Context: an optimization exercise on an open-source flow, tuned for small area and a short achievable clock period. The choices shown serve that exercise and are no tape-out recipe. Function not checked in this run: the RTL went through the layout flow alone.

===== design/flow/standard.sh =====
#!/bin/bash
# synth_recipe.tcl (not shown) runs the flow's synth.tcl, then flattens the netlist and writes it again
# the make line also repeats each setting of config.mk as NAME=value (left out here)
make -C /OpenROAD-flow-scripts/flow DESIGN_CONFIG=/design/flow/config.mk WORK_HOME=/design/flow/orfs CLKGATE_MAP_FILE= SYNTH_SCRIPT=/design/flow/synth_recipe.tcl "${@:-finish}"

===== design/flow/config.mk =====
export PLATFORM = sky130hd
export DESIGN_NAME = hsv2rgb_pipe
export DESIGN_NICKNAME = hsv2rgb_pipe
export VERILOG_FILES = /design/flow/design.v
export SDC_FILE = /design/flow/constraint.sdc
export NUM_CORES = 4
export LEC_CHECK = 0
export CAP_MARGIN = 20
export CORE_MARGIN = 2
export CORE_UTILIZATION = 40
export CTS_BUF_LIST = sky130_fd_sc_hd__clkbuf_8
export SLEW_MARGIN = 20
export SYNTH_HIERARCHICAL = 1
export SYNTH_MINIMUM_KEEP_SIZE = 0

===== design/flow/flow/run.sh =====
#!/bin/bash
set -euo pipefail
export BUFFER_PORTS_ARGS="-buffer_cell sky130_fd_sc_hd__buf_1"
bash standard.sh SETUP_SLACK_MARGIN=10.7 finish > standard.log 2>&1

===== design/flow/constraint.sdc =====
create_clock -name core_clock -period 15.0 [get_ports {clk}]
set_input_delay 3.0000 -clock core_clock [delete_from_list [all_inputs] [get_ports {clk}]]
set_output_delay 3.0000 -clock core_clock [all_outputs]
set_load 0.01 [all_outputs]

===== design/flow/design.v =====
module hsv_fa (input a, input b, input c, output s, output co);
    assign s = a ^ b ^ c;
    assign co = (a & b) | (c & (a ^ b));
endmodule
module hsv_ha (input a, input b, output s, output co);
    assign s = a ^ b;
    assign co = a & b;
endmodule
module hsv_pp4 (input one, input two, input thr, input a, input b, input c, output y);
    assign y = ~((one & a) | (two & b) | (thr & c));
endmodule
module hsv_han (input a, input b, output s, output co);
    assign s = ~(a ^ b);
    assign co = a | b;
endmodule
module hsv2rgb_pipe (
        input clk,
        input rst_n,
        input in_valid,
        input [7:0] h,
        input [7:0] s,
        input [7:0] v,
        output reg out_valid,
        output reg [7:0] r,
        output reg [7:0] g,
        output reg [7:0] b
    );
    reg vld0, vld1, vld2;
    reg [7:0] h0, s0, v0;
    wire [2:0] region = (h0 >= 8'd215) ? 3'd5 : (h0 >= 8'd172) ? 3'd4 :
                        (h0 >= 8'd129) ? 3'd3 : (h0 >= 8'd86) ? 3'd2 :
                        (h0 >= 8'd43) ? 3'd1 : 3'd0;
    wire [6:0] h3 = h0[6:0] + {h0[5:0], 1'b0};
    wire [6:0] k3 = h3 - {4'd0, region};
    wire even = ~region[0];
    wire [7:0] x_c = {k3 ^ {7{even}}, even};
    wire [2:0] sel_c = (s0 == 8'd0) ? 3'd7 : region;
    reg [2:0] sel1;
    reg [7:0] x1, s1, v1;
    reg [9:0] s31, v31;      
    wire [7:0] u_c, p_c;
    wire mu_one0 = x1[0] & ~x1[1];
    wire mu_two0 = x1[1] & ~x1[0];
    wire mu_thr0 = x1[1] & x1[0];
    wire mu_pp0_1;
    hsv_pp4 mu_pp0_1_g (.one(mu_one0), .two(mu_two0), .thr(mu_thr0), .a(s1[1]), .b(s1[0]), .c(s31[1]), .y(mu_pp0_1));
    wire mu_pp0_2;
    hsv_pp4 mu_pp0_2_g (.one(mu_one0), .two(mu_two0), .thr(mu_thr0), .a(s1[2]), .b(s1[1]), .c(s31[2]), .y(mu_pp0_2));
    wire mu_pp0_3;
    hsv_pp4 mu_pp0_3_g (.one(mu_one0), .two(mu_two0), .thr(mu_thr0), .a(s1[3]), .b(s1[2]), .c(s31[3]), .y(mu_pp0_3));
    wire mu_pp0_4;
    hsv_pp4 mu_pp0_4_g (.one(mu_one0), .two(mu_two0), .thr(mu_thr0), .a(s1[4]), .b(s1[3]), .c(s31[4]), .y(mu_pp0_4));
    wire mu_pp0_5;
    hsv_pp4 mu_pp0_5_g (.one(mu_one0), .two(mu_two0), .thr(mu_thr0), .a(s1[5]), .b(s1[4]), .c(s31[5]), .y(mu_pp0_5));
    wire mu_pp0_6;
    hsv_pp4 mu_pp0_6_g (.one(mu_one0), .two(mu_two0), .thr(mu_thr0), .a(s1[6]), .b(s1[5]), .c(s31[6]), .y(mu_pp0_6));
    wire mu_pp0_7;
    hsv_pp4 mu_pp0_7_g (.one(mu_one0), .two(mu_two0), .thr(mu_thr0), .a(s1[7]), .b(s1[6]), .c(s31[7]), .y(mu_pp0_7));
    wire mu_pp0_8;
    hsv_pp4 mu_pp0_8_g (.one(mu_one0), .two(mu_two0), .thr(mu_thr0), .a(1'b0), .b(s1[7]), .c(s31[8]), .y(mu_pp0_8));
    wire mu_pp0_9;
    hsv_pp4 mu_pp0_9_g (.one(mu_one0), .two(mu_two0), .thr(mu_thr0), .a(1'b0), .b(1'b0), .c(s31[9]), .y(mu_pp0_9));
    wire mu_one1 = x1[2] & ~x1[3];
    wire mu_two1 = x1[3] & ~x1[2];
    wire mu_thr1 = x1[3] & x1[2];
    wire mu_pp1_0;
    hsv_pp4 mu_pp1_0_g (.one(mu_one1), .two(mu_two1), .thr(mu_thr1), .a(s1[0]), .b(1'b0), .c(s31[0]), .y(mu_pp1_0));
    wire mu_pp1_1;
    hsv_pp4 mu_pp1_1_g (.one(mu_one1), .two(mu_two1), .thr(mu_thr1), .a(s1[1]), .b(s1[0]), .c(s31[1]), .y(mu_pp1_1));
    wire mu_pp1_2;
    hsv_pp4 mu_pp1_2_g (.one(mu_one1), .two(mu_two1), .thr(mu_thr1), .a(s1[2]), .b(s1[1]), .c(s31[2]), .y(mu_pp1_2));
    wire mu_pp1_3;
    hsv_pp4 mu_pp1_3_g (.one(mu_one1), .two(mu_two1), .thr(mu_thr1), .a(s1[3]), .b(s1[2]), .c(s31[3]), .y(mu_pp1_3));
    wire mu_pp1_4;
    hsv_pp4 mu_pp1_4_g (.one(mu_one1), .two(mu_two1), .thr(mu_thr1), .a(s1[4]), .b(s1[3]), .c(s31[4]), .y(mu_pp1_4));
    wire mu_pp1_5;
    hsv_pp4 mu_pp1_5_g (.one(mu_one1), .two(mu_two1), .thr(mu_thr1), .a(s1[5]), .b(s1[4]), .c(s31[5]), .y(mu_pp1_5));
    wire mu_pp1_6;
    hsv_pp4 mu_pp1_6_g (.one(mu_one1), .two(mu_two1), .thr(mu_thr1), .a(s1[6]), .b(s1[5]), .c(s31[6]), .y(mu_pp1_6));
    wire mu_pp1_7;
    hsv_pp4 mu_pp1_7_g (.one(mu_one1), .two(mu_two1), .thr(mu_thr1), .a(s1[7]), .b(s1[6]), .c(s31[7]), .y(mu_pp1_7));
    wire mu_pp1_8;
    hsv_pp4 mu_pp1_8_g (.one(mu_one1), .two(mu_two1), .thr(mu_thr1), .a(1'b0), .b(s1[7]), .c(s31[8]), .y(mu_pp1_8));
    wire mu_pp1_9;
    hsv_pp4 mu_pp1_9_g (.one(mu_one1), .two(mu_two1), .thr(mu_thr1), .a(1'b0), .b(1'b0), .c(s31[9]), .y(mu_pp1_9));
    wire mu_one2 = x1[4] & ~x1[5];
    wire mu_two2 = x1[5] & ~x1[4];
    wire mu_thr2 = x1[5] & x1[4];
    wire mu_pp2_0;
    hsv_pp4 mu_pp2_0_g (.one(mu_one2), .two(mu_two2), .thr(mu_thr2), .a(s1[0]), .b(1'b0), .c(s31[0]), .y(mu_pp2_0));
    wire mu_pp2_1;
    hsv_pp4 mu_pp2_1_g (.one(mu_one2), .two(mu_two2), .thr(mu_thr2), .a(s1[1]), .b(s1[0]), .c(s31[1]), .y(mu_pp2_1));
    wire mu_pp2_2;
    hsv_pp4 mu_pp2_2_g (.one(mu_one2), .two(mu_two2), .thr(mu_thr2), .a(s1[2]), .b(s1[1]), .c(s31[2]), .y(mu_pp2_2));
    wire mu_pp2_3;
    hsv_pp4 mu_pp2_3_g (.one(mu_one2), .two(mu_two2), .thr(mu_thr2), .a(s1[3]), .b(s1[2]), .c(s31[3]), .y(mu_pp2_3));
    wire mu_pp2_4;
    hsv_pp4 mu_pp2_4_g (.one(mu_one2), .two(mu_two2), .thr(mu_thr2), .a(s1[4]), .b(s1[3]), .c(s31[4]), .y(mu_pp2_4));
    wire mu_pp2_5;
    hsv_pp4 mu_pp2_5_g (.one(mu_one2), .two(mu_two2), .thr(mu_thr2), .a(s1[5]), .b(s1[4]), .c(s31[5]), .y(mu_pp2_5));
    wire mu_pp2_6;
    hsv_pp4 mu_pp2_6_g (.one(mu_one2), .two(mu_two2), .thr(mu_thr2), .a(s1[6]), .b(s1[5]), .c(s31[6]), .y(mu_pp2_6));
    wire mu_pp2_7;
    hsv_pp4 mu_pp2_7_g (.one(mu_one2), .two(mu_two2), .thr(mu_thr2), .a(s1[7]), .b(s1[6]), .c(s31[7]), .y(mu_pp2_7));
    wire mu_pp2_8;
    hsv_pp4 mu_pp2_8_g (.one(mu_one2), .two(mu_two2), .thr(mu_thr2), .a(1'b0), .b(s1[7]), .c(s31[8]), .y(mu_pp2_8));
    wire mu_pp2_9;
    hsv_pp4 mu_pp2_9_g (.one(mu_one2), .two(mu_two2), .thr(mu_thr2), .a(1'b0), .b(1'b0), .c(s31[9]), .y(mu_pp2_9));
    wire mu_one3 = x1[6] & ~x1[7];
    wire mu_two3 = x1[7] & ~x1[6];
    wire mu_thr3 = x1[7] & x1[6];
    wire mu_pp3_0;
    hsv_pp4 mu_pp3_0_g (.one(mu_one3), .two(mu_two3), .thr(mu_thr3), .a(s1[0]), .b(1'b0), .c(s31[0]), .y(mu_pp3_0));
    wire mu_pp3_1;
    hsv_pp4 mu_pp3_1_g (.one(mu_one3), .two(mu_two3), .thr(mu_thr3), .a(s1[1]), .b(s1[0]), .c(s31[1]), .y(mu_pp3_1));
    wire mu_pp3_2;
    hsv_pp4 mu_pp3_2_g (.one(mu_one3), .two(mu_two3), .thr(mu_thr3), .a(s1[2]), .b(s1[1]), .c(s31[2]), .y(mu_pp3_2));
    wire mu_pp3_3;
    hsv_pp4 mu_pp3_3_g (.one(mu_one3), .two(mu_two3), .thr(mu_thr3), .a(s1[3]), .b(s1[2]), .c(s31[3]), .y(mu_pp3_3));
    wire mu_pp3_4;
    hsv_pp4 mu_pp3_4_g (.one(mu_one3), .two(mu_two3), .thr(mu_thr3), .a(s1[4]), .b(s1[3]), .c(s31[4]), .y(mu_pp3_4));
    wire mu_pp3_5;
    hsv_pp4 mu_pp3_5_g (.one(mu_one3), .two(mu_two3), .thr(mu_thr3), .a(s1[5]), .b(s1[4]), .c(s31[5]), .y(mu_pp3_5));
    wire mu_pp3_6;
    hsv_pp4 mu_pp3_6_g (.one(mu_one3), .two(mu_two3), .thr(mu_thr3), .a(s1[6]), .b(s1[5]), .c(s31[6]), .y(mu_pp3_6));
    wire mu_pp3_7;
    hsv_pp4 mu_pp3_7_g (.one(mu_one3), .two(mu_two3), .thr(mu_thr3), .a(s1[7]), .b(s1[6]), .c(s31[7]), .y(mu_pp3_7));
    wire mu_pp3_8;
    hsv_pp4 mu_pp3_8_g (.one(mu_one3), .two(mu_two3), .thr(mu_thr3), .a(1'b0), .b(s1[7]), .c(s31[8]), .y(mu_pp3_8));
    wire mu_pp3_9;
    hsv_pp4 mu_pp3_9_g (.one(mu_one3), .two(mu_two3), .thr(mu_thr3), .a(1'b0), .b(1'b0), .c(s31[9]), .y(mu_pp3_9));
    wire mu_t1, mu_t2;
    hsv_fa mu_t1_ha (.a(mu_pp0_6), .b(mu_pp1_4), .c(1'b1), .s(mu_t1), .co(mu_t2));
    wire mu_t3, mu_t4;
    hsv_fa mu_t3_fa (.a(mu_pp0_7), .b(mu_pp1_5), .c(mu_pp2_3), .s(mu_t3), .co(mu_t4));
    wire mu_t5, mu_t6;
    hsv_fa mu_t5_fa (.a(mu_pp0_8), .b(mu_pp1_6), .c(mu_pp2_4), .s(mu_t5), .co(mu_t6));
    wire mu_t7, mu_t8;
    hsv_fa mu_t7_fa (.a(mu_pp0_9), .b(mu_pp1_7), .c(mu_pp2_5), .s(mu_t7), .co(mu_t8));
    wire mu_t9, mu_t10;
    hsv_fa mu_t9_ha (.a(mu_pp1_8), .b(mu_pp2_6), .c(1'b1), .s(mu_t9), .co(mu_t10));
    wire mu_t11, mu_t12;
    hsv_fa mu_t11_ha (.a(mu_pp1_9), .b(mu_pp2_7), .c(1'b1), .s(mu_t11), .co(mu_t12));
    wire mu_t13, mu_t14;
    hsv_fa mu_t13_ha (.a(mu_pp0_4), .b(mu_pp1_2), .c(1'b1), .s(mu_t13), .co(mu_t14));
    wire mu_t15, mu_t16;
    hsv_fa mu_t15_fa (.a(mu_pp0_5), .b(mu_pp1_3), .c(mu_pp2_1), .s(mu_t15), .co(mu_t16));
    wire mu_t17, mu_t18;
    hsv_fa mu_t17_fa (.a(mu_t1), .b(mu_pp2_2), .c(mu_pp3_0), .s(mu_t17), .co(mu_t18));
    wire mu_t19, mu_t20;
    hsv_fa mu_t19_fa (.a(mu_t2), .b(mu_t3), .c(mu_pp3_1), .s(mu_t19), .co(mu_t20));
    wire mu_t21, mu_t22;
    hsv_fa mu_t21_fa (.a(mu_t4), .b(mu_t5), .c(mu_pp3_2), .s(mu_t21), .co(mu_t22));
    wire mu_t23, mu_t24;
    hsv_fa mu_t23_fa (.a(mu_t6), .b(mu_t7), .c(mu_pp3_3), .s(mu_t23), .co(mu_t24));
    wire mu_t25, mu_t26;
    hsv_fa mu_t25_fa (.a(mu_t8), .b(mu_t9), .c(mu_pp3_4), .s(mu_t25), .co(mu_t26));
    wire mu_t27, mu_t28;
    hsv_fa mu_t27_fa (.a(mu_t10), .b(mu_t11), .c(mu_pp3_5), .s(mu_t27), .co(mu_t28));
    wire mu_t29, mu_t30;
    hsv_fa mu_t29_fa (.a(mu_t12), .b(mu_pp2_8), .c(mu_pp3_6), .s(mu_t29), .co(mu_t30));
    wire mu_t31, mu_t32;
    hsv_fa mu_t31_ha (.a(mu_pp2_9), .b(mu_pp3_7), .c(1'b1), .s(mu_t31), .co(mu_t32));
    wire mu_c2 = mu_pp0_1 | 1'b1;
    wire mu_c3 = (mu_pp0_2 & mu_pp1_0) | (mu_c2 & (mu_pp0_2 | mu_pp1_0));
    wire mu_c4 = (mu_pp0_3 & mu_pp1_1) | (mu_c3 & (mu_pp0_3 | mu_pp1_1));
    wire mu_c5 = (mu_t13 & mu_pp2_0) | (mu_c4 & (mu_t13 | mu_pp2_0));
    wire [10:0] mu_ra = {mu_pp3_9, mu_t32, mu_t30, mu_t28, mu_t26, mu_t24, mu_t22, mu_t20, mu_t18, mu_t16, mu_t14};
    wire [10:0] mu_rb = {1'b1, mu_pp3_8, mu_t31, mu_t29, mu_t27, mu_t25, mu_t23, mu_t21, mu_t19, mu_t17, mu_t15};
    wire [10:0] mu_sum = mu_ra + mu_rb + {10'd0, mu_c5};
    assign u_c = ~mu_sum[10:3];
    wire mp_one0 = ~s1[0] & ~~s1[1];
    wire mp_two0 = ~s1[1] & ~~s1[0];
    wire mp_thr0 = ~s1[1] & ~s1[0];
    wire mp_pp0_1;
    hsv_pp4 mp_pp0_1_g (.one(mp_one0), .two(mp_two0), .thr(mp_thr0), .a(v1[1]), .b(v1[0]), .c(v31[1]), .y(mp_pp0_1));
    wire mp_pp0_2;
    hsv_pp4 mp_pp0_2_g (.one(mp_one0), .two(mp_two0), .thr(mp_thr0), .a(v1[2]), .b(v1[1]), .c(v31[2]), .y(mp_pp0_2));
    wire mp_pp0_3;
    hsv_pp4 mp_pp0_3_g (.one(mp_one0), .two(mp_two0), .thr(mp_thr0), .a(v1[3]), .b(v1[2]), .c(v31[3]), .y(mp_pp0_3));
    wire mp_pp0_4;
    hsv_pp4 mp_pp0_4_g (.one(mp_one0), .two(mp_two0), .thr(mp_thr0), .a(v1[4]), .b(v1[3]), .c(v31[4]), .y(mp_pp0_4));
    wire mp_pp0_5;
    hsv_pp4 mp_pp0_5_g (.one(mp_one0), .two(mp_two0), .thr(mp_thr0), .a(v1[5]), .b(v1[4]), .c(v31[5]), .y(mp_pp0_5));
    wire mp_pp0_6;
    hsv_pp4 mp_pp0_6_g (.one(mp_one0), .two(mp_two0), .thr(mp_thr0), .a(v1[6]), .b(v1[5]), .c(v31[6]), .y(mp_pp0_6));
    wire mp_pp0_7;
    hsv_pp4 mp_pp0_7_g (.one(mp_one0), .two(mp_two0), .thr(mp_thr0), .a(v1[7]), .b(v1[6]), .c(v31[7]), .y(mp_pp0_7));
    wire mp_pp0_8;
    hsv_pp4 mp_pp0_8_g (.one(mp_one0), .two(mp_two0), .thr(mp_thr0), .a(1'b0), .b(v1[7]), .c(v31[8]), .y(mp_pp0_8));
    wire mp_pp0_9;
    hsv_pp4 mp_pp0_9_g (.one(mp_one0), .two(mp_two0), .thr(mp_thr0), .a(1'b0), .b(1'b0), .c(v31[9]), .y(mp_pp0_9));
    wire mp_one1 = ~s1[2] & ~~s1[3];
    wire mp_two1 = ~s1[3] & ~~s1[2];
    wire mp_thr1 = ~s1[3] & ~s1[2];
    wire mp_pp1_0;
    hsv_pp4 mp_pp1_0_g (.one(mp_one1), .two(mp_two1), .thr(mp_thr1), .a(v1[0]), .b(1'b0), .c(v31[0]), .y(mp_pp1_0));
    wire mp_pp1_1;
    hsv_pp4 mp_pp1_1_g (.one(mp_one1), .two(mp_two1), .thr(mp_thr1), .a(v1[1]), .b(v1[0]), .c(v31[1]), .y(mp_pp1_1));
    wire mp_pp1_2;
    hsv_pp4 mp_pp1_2_g (.one(mp_one1), .two(mp_two1), .thr(mp_thr1), .a(v1[2]), .b(v1[1]), .c(v31[2]), .y(mp_pp1_2));
    wire mp_pp1_3;
    hsv_pp4 mp_pp1_3_g (.one(mp_one1), .two(mp_two1), .thr(mp_thr1), .a(v1[3]), .b(v1[2]), .c(v31[3]), .y(mp_pp1_3));
    wire mp_pp1_4;
    hsv_pp4 mp_pp1_4_g (.one(mp_one1), .two(mp_two1), .thr(mp_thr1), .a(v1[4]), .b(v1[3]), .c(v31[4]), .y(mp_pp1_4));
    wire mp_pp1_5;
    hsv_pp4 mp_pp1_5_g (.one(mp_one1), .two(mp_two1), .thr(mp_thr1), .a(v1[5]), .b(v1[4]), .c(v31[5]), .y(mp_pp1_5));
    wire mp_pp1_6;
    hsv_pp4 mp_pp1_6_g (.one(mp_one1), .two(mp_two1), .thr(mp_thr1), .a(v1[6]), .b(v1[5]), .c(v31[6]), .y(mp_pp1_6));
    wire mp_pp1_7;
    hsv_pp4 mp_pp1_7_g (.one(mp_one1), .two(mp_two1), .thr(mp_thr1), .a(v1[7]), .b(v1[6]), .c(v31[7]), .y(mp_pp1_7));
    wire mp_pp1_8;
    hsv_pp4 mp_pp1_8_g (.one(mp_one1), .two(mp_two1), .thr(mp_thr1), .a(1'b0), .b(v1[7]), .c(v31[8]), .y(mp_pp1_8));
    wire mp_pp1_9;
    hsv_pp4 mp_pp1_9_g (.one(mp_one1), .two(mp_two1), .thr(mp_thr1), .a(1'b0), .b(1'b0), .c(v31[9]), .y(mp_pp1_9));
    wire mp_one2 = ~s1[4] & ~~s1[5];
    wire mp_two2 = ~s1[5] & ~~s1[4];
    wire mp_thr2 = ~s1[5] & ~s1[4];
    wire mp_pp2_0;
    hsv_pp4 mp_pp2_0_g (.one(mp_one2), .two(mp_two2), .thr(mp_thr2), .a(v1[0]), .b(1'b0), .c(v31[0]), .y(mp_pp2_0));
    wire mp_pp2_1;
    hsv_pp4 mp_pp2_1_g (.one(mp_one2), .two(mp_two2), .thr(mp_thr2), .a(v1[1]), .b(v1[0]), .c(v31[1]), .y(mp_pp2_1));
    wire mp_pp2_2;
    hsv_pp4 mp_pp2_2_g (.one(mp_one2), .two(mp_two2), .thr(mp_thr2), .a(v1[2]), .b(v1[1]), .c(v31[2]), .y(mp_pp2_2));
    wire mp_pp2_3;
    hsv_pp4 mp_pp2_3_g (.one(mp_one2), .two(mp_two2), .thr(mp_thr2), .a(v1[3]), .b(v1[2]), .c(v31[3]), .y(mp_pp2_3));
    wire mp_pp2_4;
    hsv_pp4 mp_pp2_4_g (.one(mp_one2), .two(mp_two2), .thr(mp_thr2), .a(v1[4]), .b(v1[3]), .c(v31[4]), .y(mp_pp2_4));
    wire mp_pp2_5;
    hsv_pp4 mp_pp2_5_g (.one(mp_one2), .two(mp_two2), .thr(mp_thr2), .a(v1[5]), .b(v1[4]), .c(v31[5]), .y(mp_pp2_5));
    wire mp_pp2_6;
    hsv_pp4 mp_pp2_6_g (.one(mp_one2), .two(mp_two2), .thr(mp_thr2), .a(v1[6]), .b(v1[5]), .c(v31[6]), .y(mp_pp2_6));
    wire mp_pp2_7;
    hsv_pp4 mp_pp2_7_g (.one(mp_one2), .two(mp_two2), .thr(mp_thr2), .a(v1[7]), .b(v1[6]), .c(v31[7]), .y(mp_pp2_7));
    wire mp_pp2_8;
    hsv_pp4 mp_pp2_8_g (.one(mp_one2), .two(mp_two2), .thr(mp_thr2), .a(1'b0), .b(v1[7]), .c(v31[8]), .y(mp_pp2_8));
    wire mp_pp2_9;
    hsv_pp4 mp_pp2_9_g (.one(mp_one2), .two(mp_two2), .thr(mp_thr2), .a(1'b0), .b(1'b0), .c(v31[9]), .y(mp_pp2_9));
    wire mp_one3 = ~s1[6] & ~~s1[7];
    wire mp_two3 = ~s1[7] & ~~s1[6];
    wire mp_thr3 = ~s1[7] & ~s1[6];
    wire mp_pp3_0;
    hsv_pp4 mp_pp3_0_g (.one(mp_one3), .two(mp_two3), .thr(mp_thr3), .a(v1[0]), .b(1'b0), .c(v31[0]), .y(mp_pp3_0));
    wire mp_pp3_1;
    hsv_pp4 mp_pp3_1_g (.one(mp_one3), .two(mp_two3), .thr(mp_thr3), .a(v1[1]), .b(v1[0]), .c(v31[1]), .y(mp_pp3_1));
    wire mp_pp3_2;
    hsv_pp4 mp_pp3_2_g (.one(mp_one3), .two(mp_two3), .thr(mp_thr3), .a(v1[2]), .b(v1[1]), .c(v31[2]), .y(mp_pp3_2));
    wire mp_pp3_3;
    hsv_pp4 mp_pp3_3_g (.one(mp_one3), .two(mp_two3), .thr(mp_thr3), .a(v1[3]), .b(v1[2]), .c(v31[3]), .y(mp_pp3_3));
    wire mp_pp3_4;
    hsv_pp4 mp_pp3_4_g (.one(mp_one3), .two(mp_two3), .thr(mp_thr3), .a(v1[4]), .b(v1[3]), .c(v31[4]), .y(mp_pp3_4));
    wire mp_pp3_5;
    hsv_pp4 mp_pp3_5_g (.one(mp_one3), .two(mp_two3), .thr(mp_thr3), .a(v1[5]), .b(v1[4]), .c(v31[5]), .y(mp_pp3_5));
    wire mp_pp3_6;
    hsv_pp4 mp_pp3_6_g (.one(mp_one3), .two(mp_two3), .thr(mp_thr3), .a(v1[6]), .b(v1[5]), .c(v31[6]), .y(mp_pp3_6));
    wire mp_pp3_7;
    hsv_pp4 mp_pp3_7_g (.one(mp_one3), .two(mp_two3), .thr(mp_thr3), .a(v1[7]), .b(v1[6]), .c(v31[7]), .y(mp_pp3_7));
    wire mp_pp3_8;
    hsv_pp4 mp_pp3_8_g (.one(mp_one3), .two(mp_two3), .thr(mp_thr3), .a(1'b0), .b(v1[7]), .c(v31[8]), .y(mp_pp3_8));
    wire mp_pp3_9;
    hsv_pp4 mp_pp3_9_g (.one(mp_one3), .two(mp_two3), .thr(mp_thr3), .a(1'b0), .b(1'b0), .c(v31[9]), .y(mp_pp3_9));
    wire mp_t1, mp_t2;
    hsv_fa mp_t1_ha (.a(mp_pp0_6), .b(mp_pp1_4), .c(1'b1), .s(mp_t1), .co(mp_t2));
    wire mp_t3, mp_t4;
    hsv_fa mp_t3_fa (.a(mp_pp0_7), .b(mp_pp1_5), .c(mp_pp2_3), .s(mp_t3), .co(mp_t4));
    wire mp_t5, mp_t6;
    hsv_fa mp_t5_fa (.a(mp_pp0_8), .b(mp_pp1_6), .c(mp_pp2_4), .s(mp_t5), .co(mp_t6));
    wire mp_t7, mp_t8;
    hsv_fa mp_t7_fa (.a(mp_pp0_9), .b(mp_pp1_7), .c(mp_pp2_5), .s(mp_t7), .co(mp_t8));
    wire mp_t9, mp_t10;
    hsv_fa mp_t9_ha (.a(mp_pp1_8), .b(mp_pp2_6), .c(1'b1), .s(mp_t9), .co(mp_t10));
    wire mp_t11, mp_t12;
    hsv_fa mp_t11_ha (.a(mp_pp1_9), .b(mp_pp2_7), .c(1'b1), .s(mp_t11), .co(mp_t12));
    wire mp_t13, mp_t14;
    hsv_fa mp_t13_ha (.a(mp_pp0_4), .b(mp_pp1_2), .c(1'b1), .s(mp_t13), .co(mp_t14));
    wire mp_t15, mp_t16;
    hsv_fa mp_t15_fa (.a(mp_pp0_5), .b(mp_pp1_3), .c(mp_pp2_1), .s(mp_t15), .co(mp_t16));
    wire mp_t17, mp_t18;
    hsv_fa mp_t17_fa (.a(mp_t1), .b(mp_pp2_2), .c(mp_pp3_0), .s(mp_t17), .co(mp_t18));
    wire mp_t19, mp_t20;
    hsv_fa mp_t19_fa (.a(mp_t2), .b(mp_t3), .c(mp_pp3_1), .s(mp_t19), .co(mp_t20));
    wire mp_t21, mp_t22;
    hsv_fa mp_t21_fa (.a(mp_t4), .b(mp_t5), .c(mp_pp3_2), .s(mp_t21), .co(mp_t22));
    wire mp_t23, mp_t24;
    hsv_fa mp_t23_fa (.a(mp_t6), .b(mp_t7), .c(mp_pp3_3), .s(mp_t23), .co(mp_t24));
    wire mp_t25, mp_t26;
    hsv_fa mp_t25_fa (.a(mp_t8), .b(mp_t9), .c(mp_pp3_4), .s(mp_t25), .co(mp_t26));
    wire mp_t27, mp_t28;
    hsv_fa mp_t27_fa (.a(mp_t10), .b(mp_t11), .c(mp_pp3_5), .s(mp_t27), .co(mp_t28));
    wire mp_t29, mp_t30;
    hsv_fa mp_t29_fa (.a(mp_t12), .b(mp_pp2_8), .c(mp_pp3_6), .s(mp_t29), .co(mp_t30));
    wire mp_t31, mp_t32;
    hsv_fa mp_t31_ha (.a(mp_pp2_9), .b(mp_pp3_7), .c(1'b1), .s(mp_t31), .co(mp_t32));
    wire mp_c2 = mp_pp0_1 | 1'b1;
    wire mp_c3 = (mp_pp0_2 & mp_pp1_0) | (mp_c2 & (mp_pp0_2 | mp_pp1_0));
    wire mp_c4 = (mp_pp0_3 & mp_pp1_1) | (mp_c3 & (mp_pp0_3 | mp_pp1_1));
    wire mp_c5 = (mp_t13 & mp_pp2_0) | (mp_c4 & (mp_t13 | mp_pp2_0));
    wire [10:0] mp_ra = {mp_pp3_9, mp_t32, mp_t30, mp_t28, mp_t26, mp_t24, mp_t22, mp_t20, mp_t18, mp_t16, mp_t14};
    wire [10:0] mp_rb = {1'b1, mp_pp3_8, mp_t31, mp_t29, mp_t27, mp_t25, mp_t23, mp_t21, mp_t19, mp_t17, mp_t15};
    wire [10:0] mp_sum = mp_ra + mp_rb + {10'd0, mp_c5};
    assign p_c = ~mp_sum[10:3];
    reg [2:0] sel2;
    reg [7:0] nu2, p2, v2;
    reg [9:0] v32;           
    wire [7:0] w_c;
    wire mw_one0 = nu2[0] & ~nu2[1];
    wire mw_two0 = nu2[1] & ~nu2[0];
    wire mw_thr0 = nu2[1] & nu2[0];
    wire mw_pp0_1;
    hsv_pp4 mw_pp0_1_g (.one(mw_one0), .two(mw_two0), .thr(mw_thr0), .a(v2[1]), .b(v2[0]), .c(v32[1]), .y(mw_pp0_1));
    wire mw_pp0_2;
    hsv_pp4 mw_pp0_2_g (.one(mw_one0), .two(mw_two0), .thr(mw_thr0), .a(v2[2]), .b(v2[1]), .c(v32[2]), .y(mw_pp0_2));
    wire mw_pp0_3;
    hsv_pp4 mw_pp0_3_g (.one(mw_one0), .two(mw_two0), .thr(mw_thr0), .a(v2[3]), .b(v2[2]), .c(v32[3]), .y(mw_pp0_3));
    wire mw_pp0_4;
    hsv_pp4 mw_pp0_4_g (.one(mw_one0), .two(mw_two0), .thr(mw_thr0), .a(v2[4]), .b(v2[3]), .c(v32[4]), .y(mw_pp0_4));
    wire mw_pp0_5;
    hsv_pp4 mw_pp0_5_g (.one(mw_one0), .two(mw_two0), .thr(mw_thr0), .a(v2[5]), .b(v2[4]), .c(v32[5]), .y(mw_pp0_5));
    wire mw_pp0_6;
    hsv_pp4 mw_pp0_6_g (.one(mw_one0), .two(mw_two0), .thr(mw_thr0), .a(v2[6]), .b(v2[5]), .c(v32[6]), .y(mw_pp0_6));
    wire mw_pp0_7;
    hsv_pp4 mw_pp0_7_g (.one(mw_one0), .two(mw_two0), .thr(mw_thr0), .a(v2[7]), .b(v2[6]), .c(v32[7]), .y(mw_pp0_7));
    wire mw_pp0_8;
    hsv_pp4 mw_pp0_8_g (.one(mw_one0), .two(mw_two0), .thr(mw_thr0), .a(1'b0), .b(v2[7]), .c(v32[8]), .y(mw_pp0_8));
    wire mw_pp0_9;
    hsv_pp4 mw_pp0_9_g (.one(mw_one0), .two(mw_two0), .thr(mw_thr0), .a(1'b0), .b(1'b0), .c(v32[9]), .y(mw_pp0_9));
    wire mw_one1 = nu2[2] & ~nu2[3];
    wire mw_two1 = nu2[3] & ~nu2[2];
    wire mw_thr1 = nu2[3] & nu2[2];
    wire mw_pp1_0;
    hsv_pp4 mw_pp1_0_g (.one(mw_one1), .two(mw_two1), .thr(mw_thr1), .a(v2[0]), .b(1'b0), .c(v32[0]), .y(mw_pp1_0));
    wire mw_pp1_1;
    hsv_pp4 mw_pp1_1_g (.one(mw_one1), .two(mw_two1), .thr(mw_thr1), .a(v2[1]), .b(v2[0]), .c(v32[1]), .y(mw_pp1_1));
    wire mw_pp1_2;
    hsv_pp4 mw_pp1_2_g (.one(mw_one1), .two(mw_two1), .thr(mw_thr1), .a(v2[2]), .b(v2[1]), .c(v32[2]), .y(mw_pp1_2));
    wire mw_pp1_3;
    hsv_pp4 mw_pp1_3_g (.one(mw_one1), .two(mw_two1), .thr(mw_thr1), .a(v2[3]), .b(v2[2]), .c(v32[3]), .y(mw_pp1_3));
    wire mw_pp1_4;
    hsv_pp4 mw_pp1_4_g (.one(mw_one1), .two(mw_two1), .thr(mw_thr1), .a(v2[4]), .b(v2[3]), .c(v32[4]), .y(mw_pp1_4));
    wire mw_pp1_5;
    hsv_pp4 mw_pp1_5_g (.one(mw_one1), .two(mw_two1), .thr(mw_thr1), .a(v2[5]), .b(v2[4]), .c(v32[5]), .y(mw_pp1_5));
    wire mw_pp1_6;
    hsv_pp4 mw_pp1_6_g (.one(mw_one1), .two(mw_two1), .thr(mw_thr1), .a(v2[6]), .b(v2[5]), .c(v32[6]), .y(mw_pp1_6));
    wire mw_pp1_7;
    hsv_pp4 mw_pp1_7_g (.one(mw_one1), .two(mw_two1), .thr(mw_thr1), .a(v2[7]), .b(v2[6]), .c(v32[7]), .y(mw_pp1_7));
    wire mw_pp1_8;
    hsv_pp4 mw_pp1_8_g (.one(mw_one1), .two(mw_two1), .thr(mw_thr1), .a(1'b0), .b(v2[7]), .c(v32[8]), .y(mw_pp1_8));
    wire mw_pp1_9;
    hsv_pp4 mw_pp1_9_g (.one(mw_one1), .two(mw_two1), .thr(mw_thr1), .a(1'b0), .b(1'b0), .c(v32[9]), .y(mw_pp1_9));
    wire mw_one2 = nu2[4] & ~nu2[5];
    wire mw_two2 = nu2[5] & ~nu2[4];
    wire mw_thr2 = nu2[5] & nu2[4];
    wire mw_pp2_0;
    hsv_pp4 mw_pp2_0_g (.one(mw_one2), .two(mw_two2), .thr(mw_thr2), .a(v2[0]), .b(1'b0), .c(v32[0]), .y(mw_pp2_0));
    wire mw_pp2_1;
    hsv_pp4 mw_pp2_1_g (.one(mw_one2), .two(mw_two2), .thr(mw_thr2), .a(v2[1]), .b(v2[0]), .c(v32[1]), .y(mw_pp2_1));
    wire mw_pp2_2;
    hsv_pp4 mw_pp2_2_g (.one(mw_one2), .two(mw_two2), .thr(mw_thr2), .a(v2[2]), .b(v2[1]), .c(v32[2]), .y(mw_pp2_2));
    wire mw_pp2_3;
    hsv_pp4 mw_pp2_3_g (.one(mw_one2), .two(mw_two2), .thr(mw_thr2), .a(v2[3]), .b(v2[2]), .c(v32[3]), .y(mw_pp2_3));
    wire mw_pp2_4;
    hsv_pp4 mw_pp2_4_g (.one(mw_one2), .two(mw_two2), .thr(mw_thr2), .a(v2[4]), .b(v2[3]), .c(v32[4]), .y(mw_pp2_4));
    wire mw_pp2_5;
    hsv_pp4 mw_pp2_5_g (.one(mw_one2), .two(mw_two2), .thr(mw_thr2), .a(v2[5]), .b(v2[4]), .c(v32[5]), .y(mw_pp2_5));
    wire mw_pp2_6;
    hsv_pp4 mw_pp2_6_g (.one(mw_one2), .two(mw_two2), .thr(mw_thr2), .a(v2[6]), .b(v2[5]), .c(v32[6]), .y(mw_pp2_6));
    wire mw_pp2_7;
    hsv_pp4 mw_pp2_7_g (.one(mw_one2), .two(mw_two2), .thr(mw_thr2), .a(v2[7]), .b(v2[6]), .c(v32[7]), .y(mw_pp2_7));
    wire mw_pp2_8;
    hsv_pp4 mw_pp2_8_g (.one(mw_one2), .two(mw_two2), .thr(mw_thr2), .a(1'b0), .b(v2[7]), .c(v32[8]), .y(mw_pp2_8));
    wire mw_pp2_9;
    hsv_pp4 mw_pp2_9_g (.one(mw_one2), .two(mw_two2), .thr(mw_thr2), .a(1'b0), .b(1'b0), .c(v32[9]), .y(mw_pp2_9));
    wire mw_one3 = nu2[6] & ~nu2[7];
    wire mw_two3 = nu2[7] & ~nu2[6];
    wire mw_thr3 = nu2[7] & nu2[6];
    wire mw_pp3_0;
    hsv_pp4 mw_pp3_0_g (.one(mw_one3), .two(mw_two3), .thr(mw_thr3), .a(v2[0]), .b(1'b0), .c(v32[0]), .y(mw_pp3_0));
    wire mw_pp3_1;
    hsv_pp4 mw_pp3_1_g (.one(mw_one3), .two(mw_two3), .thr(mw_thr3), .a(v2[1]), .b(v2[0]), .c(v32[1]), .y(mw_pp3_1));
    wire mw_pp3_2;
    hsv_pp4 mw_pp3_2_g (.one(mw_one3), .two(mw_two3), .thr(mw_thr3), .a(v2[2]), .b(v2[1]), .c(v32[2]), .y(mw_pp3_2));
    wire mw_pp3_3;
    hsv_pp4 mw_pp3_3_g (.one(mw_one3), .two(mw_two3), .thr(mw_thr3), .a(v2[3]), .b(v2[2]), .c(v32[3]), .y(mw_pp3_3));
    wire mw_pp3_4;
    hsv_pp4 mw_pp3_4_g (.one(mw_one3), .two(mw_two3), .thr(mw_thr3), .a(v2[4]), .b(v2[3]), .c(v32[4]), .y(mw_pp3_4));
    wire mw_pp3_5;
    hsv_pp4 mw_pp3_5_g (.one(mw_one3), .two(mw_two3), .thr(mw_thr3), .a(v2[5]), .b(v2[4]), .c(v32[5]), .y(mw_pp3_5));
    wire mw_pp3_6;
    hsv_pp4 mw_pp3_6_g (.one(mw_one3), .two(mw_two3), .thr(mw_thr3), .a(v2[6]), .b(v2[5]), .c(v32[6]), .y(mw_pp3_6));
    wire mw_pp3_7;
    hsv_pp4 mw_pp3_7_g (.one(mw_one3), .two(mw_two3), .thr(mw_thr3), .a(v2[7]), .b(v2[6]), .c(v32[7]), .y(mw_pp3_7));
    wire mw_pp3_8;
    hsv_pp4 mw_pp3_8_g (.one(mw_one3), .two(mw_two3), .thr(mw_thr3), .a(1'b0), .b(v2[7]), .c(v32[8]), .y(mw_pp3_8));
    wire mw_pp3_9;
    hsv_pp4 mw_pp3_9_g (.one(mw_one3), .two(mw_two3), .thr(mw_thr3), .a(1'b0), .b(1'b0), .c(v32[9]), .y(mw_pp3_9));
    wire mw_t1, mw_t2;
    hsv_fa mw_t1_ha (.a(mw_pp0_6), .b(mw_pp1_4), .c(1'b1), .s(mw_t1), .co(mw_t2));
    wire mw_t3, mw_t4;
    hsv_fa mw_t3_fa (.a(mw_pp0_7), .b(mw_pp1_5), .c(mw_pp2_3), .s(mw_t3), .co(mw_t4));
    wire mw_t5, mw_t6;
    hsv_fa mw_t5_fa (.a(mw_pp0_8), .b(mw_pp1_6), .c(mw_pp2_4), .s(mw_t5), .co(mw_t6));
    wire mw_t7, mw_t8;
    hsv_fa mw_t7_fa (.a(mw_pp0_9), .b(mw_pp1_7), .c(mw_pp2_5), .s(mw_t7), .co(mw_t8));
    wire mw_t9, mw_t10;
    hsv_fa mw_t9_ha (.a(mw_pp1_8), .b(mw_pp2_6), .c(1'b1), .s(mw_t9), .co(mw_t10));
    wire mw_t11, mw_t12;
    hsv_fa mw_t11_ha (.a(mw_pp1_9), .b(mw_pp2_7), .c(1'b1), .s(mw_t11), .co(mw_t12));
    wire mw_t13, mw_t14;
    hsv_fa mw_t13_ha (.a(mw_pp0_4), .b(mw_pp1_2), .c(1'b1), .s(mw_t13), .co(mw_t14));
    wire mw_t15, mw_t16;
    hsv_fa mw_t15_fa (.a(mw_pp0_5), .b(mw_pp1_3), .c(mw_pp2_1), .s(mw_t15), .co(mw_t16));
    wire mw_t17, mw_t18;
    hsv_fa mw_t17_fa (.a(mw_t1), .b(mw_pp2_2), .c(mw_pp3_0), .s(mw_t17), .co(mw_t18));
    wire mw_t19, mw_t20;
    hsv_fa mw_t19_fa (.a(mw_t2), .b(mw_t3), .c(mw_pp3_1), .s(mw_t19), .co(mw_t20));
    wire mw_t21, mw_t22;
    hsv_fa mw_t21_fa (.a(mw_t4), .b(mw_t5), .c(mw_pp3_2), .s(mw_t21), .co(mw_t22));
    wire mw_t23, mw_t24;
    hsv_fa mw_t23_fa (.a(mw_t6), .b(mw_t7), .c(mw_pp3_3), .s(mw_t23), .co(mw_t24));
    wire mw_t25, mw_t26;
    hsv_fa mw_t25_fa (.a(mw_t8), .b(mw_t9), .c(mw_pp3_4), .s(mw_t25), .co(mw_t26));
    wire mw_t27, mw_t28;
    hsv_fa mw_t27_fa (.a(mw_t10), .b(mw_t11), .c(mw_pp3_5), .s(mw_t27), .co(mw_t28));
    wire mw_t29, mw_t30;
    hsv_fa mw_t29_fa (.a(mw_t12), .b(mw_pp2_8), .c(mw_pp3_6), .s(mw_t29), .co(mw_t30));
    wire mw_t31, mw_t32;
    hsv_fa mw_t31_ha (.a(mw_pp2_9), .b(mw_pp3_7), .c(1'b1), .s(mw_t31), .co(mw_t32));
    wire mw_c2 = mw_pp0_1 | 1'b1;
    wire mw_c3 = (mw_pp0_2 & mw_pp1_0) | (mw_c2 & (mw_pp0_2 | mw_pp1_0));
    wire mw_c4 = (mw_pp0_3 & mw_pp1_1) | (mw_c3 & (mw_pp0_3 | mw_pp1_1));
    wire mw_c5 = (mw_t13 & mw_pp2_0) | (mw_c4 & (mw_t13 | mw_pp2_0));
    wire [10:0] mw_ra = {mw_pp3_9, mw_t32, mw_t30, mw_t28, mw_t26, mw_t24, mw_t22, mw_t20, mw_t18, mw_t16, mw_t14};
    wire [10:0] mw_rb = {1'b1, mw_pp3_8, mw_t31, mw_t29, mw_t27, mw_t25, mw_t23, mw_t21, mw_t19, mw_t17, mw_t15};
    wire [10:0] mw_sum = mw_ra + mw_rb + {10'd0, mw_c5};
    assign w_c = ~mw_sum[10:3];
    reg [2:0] wsel;
    reg [2:0] vsel;
    always @* begin
        case (sel2)
            3'd0: begin wsel = 3'b010; vsel = 3'b100; end
            3'd1: begin wsel = 3'b100; vsel = 3'b010; end
            3'd2: begin wsel = 3'b001; vsel = 3'b010; end
            3'd3: begin wsel = 3'b010; vsel = 3'b001; end
            3'd4: begin wsel = 3'b100; vsel = 3'b001; end
            3'd5: begin wsel = 3'b001; vsel = 3'b100; end
            default: begin wsel = 3'b000; vsel = 3'b111; end
        endcase
    end
    wire [7:0] r_n = vsel[2] ? v2 : p2;
    wire [7:0] g_n = vsel[1] ? v2 : p2;
    wire [7:0] b_n = vsel[0] ? v2 : p2;
    always @(posedge clk or negedge rst_n) begin
        if (!rst_n) begin
            vld0 <= 1'b0;
            vld1 <= 1'b0;
            vld2 <= 1'b0;
            out_valid <= 1'b0;
        end else begin
            vld0 <= in_valid;
            vld1 <= vld0;
            vld2 <= vld1;
            out_valid <= vld2;
        end
    end
    always @(posedge clk) begin
        h0 <= h;
        s0 <= s;
        v0 <= v;
        sel1 <= sel_c;
        x1 <= x_c;
        s1 <= s0;
        s31 <= {2'b0, s0} + {1'b0, s0, 1'b0};
        v31 <= {2'b0, v0} + {1'b0, v0, 1'b0};
        v1 <= v0;
        sel2 <= sel1;
        nu2 <= ~u_c;
        p2 <= p_c;
        v2 <= v1;
        v32 <= v31;
        r <= wsel[2] ? w_c : r_n;
        g <= wsel[1] ? w_c : g_n;
        b <= wsel[0] ? w_c : b_n;
    end
endmodule

==> results.txt <==
Counting instances, the worst hold path has a depth of 0. The number of cells on the worst reg-to-reg path is 12. The portion of the post-synthesis area used by sequential elements was 0.325. The routed layout has 6,673 vias.

After detailed routing, the number of vias per cell comes to 5.66. In the synthesized netlist the dominant register cell turns out to be dfxtp_1. Across the routed clock network, the largest skew measured is 0.0172 ns.

The slowest stage of the critical path belongs to the cell a222oi_1. The signal on the critical path passes through and2_1 -> a222oi_1 -> fa_1 -> fa_1 -> ha_1 -> a21o_1 -> a221oi_2 -> nor2b_1 -> o21ai_0 -> a21oi_1 -> xor2_1 -> mux2i_1. In this design, the critical path's most frequently occurring cell is fa_1. For the aggregate global routing overflow, the log shows 0. The required time of the critical path came out at 15.30 ns. The worst setup path is launched from a flop.

Synthesis inferred 133 register bits. Iteration count of the initial detailed-routing pass: 12. For the worst-skew pair, the clock arrives at the later sink with an insertion delay of 0.45 ns. Counting every instance in the synthesized netlist gives 779.

The largest stage delay on the critical path came out at 0.54 ns. The largest area contributor in the netlist was dfxtp_1. The initial standard-cell utilization of the core is 0.408.

The core region area is 20,200 um2. For this design, the CTS-stage hold fixing added 0 buffers. The number of top-level design ports is 52. The floorplan step defined a die boundary enclosing 21,800 um2. Counting flops with a built-in enable in the synthesized netlist gives 0.

The class of the tightest hold or removal check was flop to flop. Yosys mapped the design onto 57 distinct sky130hd cell types. The async set-reset flop share out of synthesis was 0.0301; the total negative slack for setup checks was 0 ns.

Endpoint of the worst hold path: vld2$_DFF_PN0_. The library cells used most frequently in the layout, excluding fill and tap cells, are dfxtp_1 (129), a222oi_1 (114), ha_1 (70). The detailed router finished its first iteration with 1,476 violations. The height of the chip is 148 um.

The worst path needs 4.13 ns of the cycle, external delays included. Share of the synthesized area in the top cell type: 0.313. The run gives 4 as the deepest level of the CTS H-tree. At the end of the flow, the number of nets in the layout was 1,047. The largest registers in the layout are s31: 10 flops, v31: 10 flops, v32: 10 flops. Total of warnings raised by yosys: 7. The run gives 6,349 as the via count of the first global-routing pass. The routed length per instance is 16.6 um.

The tree is rooted in a clkbuf_8. The number of rows in the core area was 52. Wires add up to 19.6 mm.

The signed area change from the synthesized netlist to the final layout was 13.7%; the number of diodes was 0. The antenna violation net count after detailed routing came out at 0. The actual transition at the worst max-transition pin is 1.02 ns, and the count of endpoints failing hold in the final timing report is 0. The capture instance of the worst register-to-register path is r[7]$_DFF_P_. The number of buffers added on ports is 51. The proportion of layout cells with a drive suffix above 1 works out to 0.0615.

The run finished with no timing, DRC or antenna violations. The remaining routing DRC violations is 0. The logs give 2 for the worst-case clock buffer depth and 10.87 ns for the minimum setup slack among reg-to-reg paths.

Leaving out fill and tap cells, the most frequent cell in the layout is dfxtp_1. The startpoint identified for the worst hold timing path is vld1$_DFF_PN0_. The worst register-to-register path begins at nu2[3]$_DFF_P_. Number of antenna violations at the first check in global routing: 0. Capturing element type of the critical path: a flop. Ranked by total cell area, the synthesized netlist is headed by dfxtp_1 (31%), a222oi_1 (14%), fa_1 (13%), ha_1 (11%), xnor2_1 (3.1%). The setup path with the least slack is of type flop to flop. After synthesis, the mean cell area works out to 10.6 um2. The pin count of the biggest net entering global routing was 17; the final clock period utilization by the worst path was 0.275. Static timing analysis puts the maximum clock frequency at 0.242 GHz. The CTS sink count is 133. Together, buffers and inverters on the worst path number 0.

The normalized max-slew margin is 0.320. The total standard cell area after synthesis is 8250 um2. The final number of setup-violating endpoints is 0, and the post-CTS clock slew at the launch and capture registers of the worst setup and hold paths is 0.08 ns.

The run gives 0.183 as the overall global routing resource usage. Setup repair after global routing left no endpoint under its margin. The number of violations of the max-capacitance limit came out at 0.

The data arrival time of the worst path is 4.43 ns. The number of clock buffers added by TritonCTS is 17. At the end of routability-driven placement, the weighted congestion stood at 0.895. The first global-routing pass estimated 32.3 mm of wire. The critical-path maximum fanout is 10. The family with the most delay on the worst path was compound AO/OA/AOI/OAI gates.

TritonCTS built the clock tree. The run gives 14.8 mm as the post-detailed-placement half-perimeter wirelength. The tools report the max-slew violation count as 0.

The die is 148 um wide.
==> metrics by stage <==
| step | utilization | hold slack, ns | instances | setup slack, ns | instance area (um2) |
|---|---|---|---|---|---|
| global route | 0.464 | 0.364 | 1180 | 10.71 | 9380 |
| finish | 0.464 | 0.355 | 1180 | 10.87 | 9380 |
| global placement | 0.443 | 0.333 | 1148 | 10.90 | 8960 |
| CTS | 0.462 | 0.359 | 1180 | 10.84 | 9350 |
| detailed placement | 0.443 | 0.338 | 1148 | 10.83 | 8960 |
| floorplan | - | 0.310 | 837 | 11.33 | 8470 |
==> per-module statistics from Yosys, one instance, submodules excluded <==
module        flip-flops and latches  cells  area (um2)
hsv2rgb_pipe                     133    617        6150
hsv_fa                             0      1        20.0
hsv_pp4                            0      1        10.0
==> synthesized netlist by cell type (all sizes together), types with 3 or more instances <==
cell type,number
o31ai,4
and2,10
a21o,19
or2,4
nand2,28
xor2,14
o21ai,34
nand3,18
o211ai,8
o21bai,7
ha,70
nor3,5
a31o,3
a222oi,114
nor2b,32
a211oi,3
nand4,4
fa,53
mux2i,18
nand2b,6
dfrtp,4
a31oi,6
dfxtp,129
nor2,30
a211o,4
clkbuf,9
a21oi,33
xnor2,29
o21a,4
inv,44
and3,6
==> logic make-up after synthesis <==
family,Yosys count,synth area share
muxes,19,0.0232
DFF,133,0.325
AOI/OAI and AO/OA,254,0.250
xor gates and xnor gates,43,0.0457
and+or+nand+nor,149,0.0934
buffers and inverters,55,0.0252
adders and majority gates,124,0.236
other,2,0.000911
==> cell type report <==
type | count | area (um2)
Sequential cell | 133 | 2680
Clock inverter | 15 | 160
Fill cell | 1955 | 10900
Tap cell | 270 | 338
Clock buffer | 17 | 234
Inverter | 44 | 165
Timing Repair Buffer | 52 | 199
Multi-Input combinational cell | 649 | 5600
==> metal layers <==
metal / global-route usage / vias up / wire [um]
met3: 0.0395 / 17 / 1490
met1: 0.248 / 3089 / 8780
met5: 0 / - / 0
li1: - / 3258 / -
met4: 0.0635 / 0 / 232
met2: 0.290 / 309 / 9080
==> worst max path at each step <==
stage / cells after the start / startpoint / to / slack [ns]
floorplan: 11 / x1[2]$_DFF_P_ / nu2[7]$_DFF_P_ / 11.33
global placement: 12 / nu2[4]$_DFF_P_ / b[7]$_DFF_P_ / 10.90
detailed placement: 12 / nu2[4]$_DFF_P_ / b[7]$_DFF_P_ / 10.83
CTS: 12 / nu2[4]$_DFF_P_ / r[7]$_DFF_P_ / 10.84
global route: 11 / x1[5]$_DFF_P_ / nu2[7]$_DFF_P_ / 10.71
finish: 12 / nu2[3]$_DFF_P_ / r[7]$_DFF_P_ / 10.87
==> what timing repair did <==
action	CTS	global route
buffers inserted	0	0
endpoints found under the setup margin	0	20
resized for setup	0	9
endpoints found under the hold margin	0	0

[afterwards: timing with drivers on the ports]
The results above use ideal ports. As a check the final layout listed here was re-extracted and re-timed, cells and wires unchanged. Step 1 sets driving cells, clkbuf_16 on the clock port and buf_2 on the other inputs (assumed; they add their load-dependent delay and slew). Step 2 moves the port delays by t, midway between the first and last clock arrival at a register: inputs arrive t later, outputs are due t later. That takes back most of the time a late clock gives input paths. Three values: ideal, step 1, step 2; two values: the first two.
shift t [ns]: 0.479
slack for setup (ns): 10.869 / 10.869 / 10.869
slew at the worst register clock pin (ns): 0.09 / 0.09
After both steps this run still meets setup and hold. For this run, drivers alone change the setup slack by 0.000 ns; drivers and shift together by 0.000 ns.
